This is an optimization exercise on Yosys and OpenROAD, whose aim is small area, not a production implementation.
Only simulation tests tie the RTL to the original design; equivalence was not proved.
No activity file was given, so power comes from the tool's default toggle rates.

oak:
==> flow/design.v <==
module safety_monitor (
    input         clk,
    input         rstn,                          
    input         laser_pulse,                   
    input         adc_sdo,                       
    input  [31:0] pulse_width_lower_limit,
    input  [31:0] pulse_width_upper_limit,
    input  [31:0] rate_lower_limit,
    input  [15:0] drive_current_limit,
    input  [2:0]  dynamic_control,               
    output        ta_shutdown,
    output        pulse_lower_limit_fail,
    output        pulse_upper_limit_fail,
    output        rate_lower_limit_fail,
    output        power_peak_current_limit_fail,
    output        adc_sck,
    output        adc_convert,
    output        start_timer,
    output        adc_data_valid,
    output [15:0] adc_data_value,
    output [15:0] peak_power_value
);
reg  [2:0] tc;
wire       tick = (tc == 3'd3);
always @(posedge clk or negedge rstn) begin
    if (!rstn) tc <= 3'd0;
    else       tc <= tc + 3'd1;
end
reg din_d, lp0, lp1, lp2, lp3, lp4, lp5;
always @(posedge clk) begin
    din_d <= laser_pulse;
    lp0   <= din_d;
    lp1   <= lp0;
    lp2   <= lp1;
    lp3   <= lp2;
    lp4   <= lp3;
    lp5   <= lp4;
end
localparam [2:0] S_PWRUP = 3'd0,
                 S_INIT  = 3'd1,
                 S_IDLE  = 3'd2,
                 S_CONV  = 3'd3,
                 S_SCK   = 3'd4,
                 S_REP   = 3'd5,
                 S_DONE  = 3'd6;
reg  [2:0]  state;
reg  [13:0] p;             
reg         convert_r;
reg         valid_r;
reg  [11:0] sr;            
reg  [11:0] old;           
reg  [11:0] final_v;       
reg  [11:0] peak;
wire pwrup       = (state == S_PWRUP);
wire laser_ready = !(pwrup && p[13:10] == 4'd0);
wire sck_low     = (state == S_SCK) && p[0];
always @(posedge clk or negedge rstn) begin
    if (!rstn) begin
        state        <= S_PWRUP;
        p            <= 14'd0;
        convert_r    <= 1'b0;
        valid_r      <= 1'b0;
    end else begin
        valid_r <= 1'b0;
        case (state)
            S_PWRUP: begin
                if (p == 14'd8330 && tc == 3'd1) begin
                    p     <= 14'd0;
                    state <= S_INIT;
                end else if (tc == 3'd7) p <= p + 14'd1;
            end
            S_INIT: begin
                if (!lp5 && lp0) state <= S_IDLE;
            end
            S_IDLE: begin
                if (p == 14'd3001) begin
                    p         <= 14'd0;
                    convert_r <= 1'b0;
                    state     <= S_CONV;
                end else begin
                    p         <= p + 14'd1;
                    convert_r <= 1'b1;
                end
            end
            S_CONV: begin
                if (p[4:0] == 5'd21) begin
                    p[4:0]    <= 5'd0;
                    convert_r <= 1'b0;
                    state     <= S_SCK;
                end else p[4:0] <= p[4:0] + 5'd1;
            end
            S_SCK: begin
                if (p[4:0] == 5'd29) convert_r <= 1'b1;
                p[4:0] <= p[4:0] + 5'd1;
                if (p[4:0] == 5'd31) state <= S_REP;
            end
            S_REP: begin
                valid_r <= 1'b1;
                if (p[8:5] == 4'd11) begin
                    p     <= 14'd0;
                    state <= S_DONE;
                end else begin
                    p[8:5] <= p[8:5] + 4'd1;
                    state  <= S_CONV;
                end
            end
            S_DONE: begin
                if (lp2 && !lp1) state <= S_INIT;
            end
            default: state <= S_PWRUP;
        endcase
    end
end
always @(posedge clk) begin
    if (sck_low && p[4:1] != 4'd15) sr <= {sr[10:0], adc_sdo};
end
always @(posedge clk or negedge rstn) begin
    if (!rstn) begin
        old     <= 12'd0;
        final_v <= 12'd0;
    end else if (state == S_REP) begin
        old     <= sr;
        final_v <= ({1'b0, sr} + {1'b0, old}) >> 1;
    end
end
wire [11:0] peak_next = lp0 ? final_v : (dynamic_control[2] ? 12'd0 : peak);
always @(posedge clk or negedge rstn) begin
    if (!rstn) peak <= 12'd0;
    else       peak <= peak_next;
end
assign adc_sck          = sck_low && (p[4:1] <= 4'd13);
assign adc_convert      = convert_r;
assign start_timer      = (state == S_IDLE);
assign adc_data_valid   = valid_r;
assign adc_data_value   = {4'd0, old & {12{valid_r}}};
assign peak_power_value = {4'd0, peak};
reg pchk, pfail, gt_r;
always @(posedge clk or negedge rstn) begin
    if (!rstn) begin
        pchk  <= 1'b0;
        pfail <= 1'b0;
        gt_r  <= 1'b0;
    end else begin
        gt_r <= ({4'd0, peak_next} > drive_current_limit);
        if (pfail) begin
            if (dynamic_control[1] | dynamic_control[0]) pfail <= 1'b0;
        end else if (pchk) begin
            if (gt_r) begin
                pfail <= 1'b1;
                pchk  <= 1'b0;
            end
        end else if (!lp1 && lp0) pchk <= 1'b1;
    end
end
assign power_peak_current_limit_fail = pfail;
reg        acc, cfa;
reg        lpt, lpt_d;
reg [1:0]  mode;
reg        f_lo, f_up, f_rate;
localparam [1:0] M_IDLE = 2'd0, M_WIDTH = 2'd1, M_RATE = 2'd2, M_ARMED = 2'd3;
wire any_fail = f_lo | f_up | f_rate;
wire rise     = !lpt_d & lpt;
wire idle     = (mode == M_IDLE) || (mode == M_ARMED);
wire [1:0] idle_next = rise ? M_ARMED : M_IDLE;
reg [31:0] cn;
reg        rot_carry, rot_clr;
wire       cnt_load  = idle || (mode == M_RATE && lpt_d);
wire       clr_eff   = tick ? cnt_load : rot_clr;
wire [1:0] add_eff   = tick ? (idle ? 2'd2 : 2'd1) : {1'b0, rot_carry};
wire [4:0] slice_sum = {1'b0, (clr_eff ? 4'd0 : ~cn[3:0])} + {3'd0, add_eff};
always @(posedge clk) begin
    cn        <= {~slice_sum[3:0], cn[31:4]};
    rot_carry <= slice_sum[4];
    rot_clr   <= clr_eff;
end
function automatic le_chain(input [31:0] an, input [31:0] b, input cin);
    integer i;
    reg c;
    begin
        c = cin;
        for (i = 0; i < 32; i = i + 1)
            c = (an[i] & b[i]) | (an[i] & c) | (b[i] & c);
        le_chain = c;
    end
endfunction
wire count_gt_up = !le_chain(cn, pulse_width_upper_limit, 1'b1);
wire count_lt_lo =  le_chain(cn, pulse_width_lower_limit, 1'b0);
wire rate_c      =  le_chain(cn, rate_lower_limit, !lpt_d);   
always @(posedge clk or negedge rstn) begin
    if (!rstn) begin
        lpt    <= 1'b0;
        lpt_d  <= 1'b0;
        mode   <= M_IDLE;
        f_lo   <= 1'b0;
        f_up   <= 1'b0;
        f_rate <= 1'b0;
    end else if (tick) begin
        lpt   <= lp0 & laser_ready;
        lpt_d <= lpt;
        if (any_fail) begin
            if (cfa) begin
                f_lo   <= 1'b0;
                f_up   <= 1'b0;
                f_rate <= 1'b0;
                mode   <= idle_next;
            end
        end else begin
            case (mode)
                M_IDLE:  mode <= idle_next;
                M_ARMED: mode <= M_WIDTH;
                M_WIDTH: begin
                    if (!lpt_d) begin
                        if (count_gt_up)      f_up <= 1'b1;
                        else if (count_lt_lo) f_lo <= 1'b1;
                        else                  mode <= M_RATE;
                    end
                end
                M_RATE: begin
                    if (lpt_d) begin
                        if (rate_c) f_rate <= 1'b1;
                        else        mode   <= M_WIDTH;
                    end else if (!rate_c) mode <= idle_next;
                end
            endcase
        end
    end
end
always @(posedge clk) begin
    acc <= dynamic_control[0] | (acc & (tc != 3'd7));
    if (tick) cfa <= acc;
end
assign pulse_lower_limit_fail = f_lo;
assign pulse_upper_limit_fail = f_up;
assign rate_lower_limit_fail  = f_rate;
assign ta_shutdown = f_lo | f_up | f_rate | pfail;
endmodule
export LEC_CHECK = 0
export CAP_MARGIN = 20
export CORE_MARGIN = 2
export CORE_UTILIZATION = 40
export PLACE_DENSITY = 0.6
export SLEW_MARGIN = 20
create_clock -name core_clock -period 5.0 [get_ports {clk}]
standard.sh (not shown) runs the stock make flow with config.mk's settings and CLKGATE_MAP_FILE= SYNTH_SCRIPT=/design/flow/synth_recipe.tcl, a recipe that flattens the netlist after the stock synthesis.
==> flow/flow/run.sh <==
#!/bin/bash
# Layout flow: the standard ORFS flow (standard.sh) with
#  - the standard synthesis, whose combinational logic is then re-mapped by
#    ABC for area (flip-flops untouched, see reopt.ys.in),
#  - buf_1 port buffers,
#  - a clock tree of clkbuf_8 without dummy loads.
# Each tool's output goes to its own log here; ORFS also keeps per-step logs
# under orfs/logs/.
set -euo pipefail
LIB=$FLOW_HOME/platforms/sky130hd/lib/sky130_fd_sc_hd__tt_025C_1v80.lib
R=orfs/results/sky130hd/safety_monitor/base
ARGS=(
  "BUFFER_PORTS_ARGS=-buffer_cell sky130_fd_sc_hd__buf_1"
  "CTS_ARGS=-sink_clustering_enable -repair_clock_nets -dont_use_dummy_load -buf_list sky130_fd_sc_hd__clkbuf_8 -root_buf sky130_fd_sc_hd__clkbuf_8 -sink_clustering_size 40 -sink_clustering_max_diameter 200"
)
bash standard.sh "${ARGS[@]}" synth > synth.log 2>&1
cp $R/1_2_yosys.v 1_2_yosys.standard.v
python3 flow/libcomb.py $LIB comb_models.v > libcomb.log 2>&1
sed -e "s#@LIB@#$LIB#g" -e "s#@IN@#1_2_yosys.standard.v#" -e "s#@OUT@#$R/1_2_yosys.v#" \
    -e "s#@TOP@#$FLOW_TOP#" flow/reopt.ys.in > reopt.ys
yosys -s reopt.ys > reopt.log 2>&1
rm -f $R/1_synth.odb $R/1_synth.sdc
bash standard.sh "${ARGS[@]}" finish > flow.log 2>&1
Other scripts of this flow, unchanged in this note and not shown: flow/flow/area.abc, flow/flow/libcomb.py, flow/flow/reopt.ys.in
oak: done, clean on timing, DRC and antenna
For pine, these inputs were changed with respect to oak:
-- flow/flow/run.sh --
<<< oak, line 12
ARGS=(
  "BUFFER_PORTS_ARGS=-buffer_cell sky130_fd_sc_hd__buf_1"
  "CTS_ARGS=-sink_clustering_enable -repair_clock_nets -dont_use_dummy_load -buf_list sky130_fd_sc_hd__clkbuf_8 -root_buf sky130_fd_sc_hd__clkbuf_8 -sink_clustering_size 40 -sink_clustering_max_diameter 200"
)
bash standard.sh "${ARGS[@]}" synth > synth.log 2>&1
>>> pine, line 12
ARGS=(
  "BUFFER_PORTS_ARGS=-buffer_cell sky130_fd_sc_hd__buf_1"
  "CTS_ARGS=-sink_clustering_enable -repair_clock_nets -dont_use_dummy_load -buf_list sky130_fd_sc_hd__clkbuf_4 -root_buf sky130_fd_sc_hd__clkbuf_4 -sink_clustering_size 40 -sink_clustering_max_diameter 200"
)
bash standard.sh "${ARGS[@]}" synth > synth.log 2>&1
### Flow results
Where maximum frequency is concerned, oak is outperformed by pine. The count of multi-input gates number comes out higher for oak vs pine. Re routability congestion estimate from global placement: pine is 0.0059 down on oak. From oak to pine the numbers moved as follows: final net count shows a reduction of 12; core footprint shows an increase of 54 um^2.
Changes in birch relative to pine:
-- flow/flow/run.sh --
<<< pine, line 4
#    ABC for area (flip-flops untouched, see reopt.ys.in),
#  - buf_1 port buffers,
#  - a clock tree of clkbuf_8 without dummy loads.
# Each tool's output goes to its own log here; ORFS also keeps per-step logs
# under orfs/logs/.
>>> birch, line 4
#    ABC for area (flip-flops untouched, see reopt.ys.in),
#  - buf_1 port buffers,
#  - a clock tree of clkbuf_4 without dummy loads.
# Each tool's output goes to its own log here; ORFS also keeps per-step logs
# under orfs/logs/.
==> comparison <==
- ~same antenna diode count in birch and pine
- Changes observed in birch relative to pine: count of clock-buffer cells in the layout neither gained nor lost much; power density of the placed cells ~0 delta; clock network latency to the later pin of the worst-skew pair went up 0.02 ns; cts-stage hold buffer count barely changed; number of optimization iterations in the first detailed-route pass has decreased.
- A source of the critical timing path of pulse_width_lower_limit[1] is what pine shows, while pulse_width_upper_limit[1] belongs to birch.
- Across both runs, chip width was lower for birch than for pine.
- Comparing sequential group share of total power for birch and pine, the bigger number came from pine.
- Die area shrinks slightly when moving from pine to birch.
- birch — first-iteration DRC count 27% lower, pine as reference

-- re-timing with driven ports --
In the flow no input, the clock included, has a driving cell. The finished layouts below were timed again as built, in two steps. Step 1 assumes that a clkbuf_16 drives the clock port and a buf_2 every other input. Step 2 times the ports against the registers' clock, not the clock port: input delays grow and output delays shrink by t, the midpoint of the rising clock arrivals with the driver on. a / b / c = no drivers / after step 1 / after step 2; a / b = the first two.
run | t (ns) | setup slack, ns | slew at the worst register clock pin (ns)
oak | 0.459 | 0.208 / 0.225 / -0.234 | 0.08 / 0.08
pine | 0.542 | 0.415 / 0.430 / -0.112 | 0.11 / 0.11
birch | 0.551 | 0.290 / 0.305 / -0.246 | 0.12 / 0.12
Met with ideal ports but missed after step 2: setup timing in every run listed. The setup slack of birch, which loses most, moves by +0.015 ns with the drivers and by -0.536 ns with both steps.
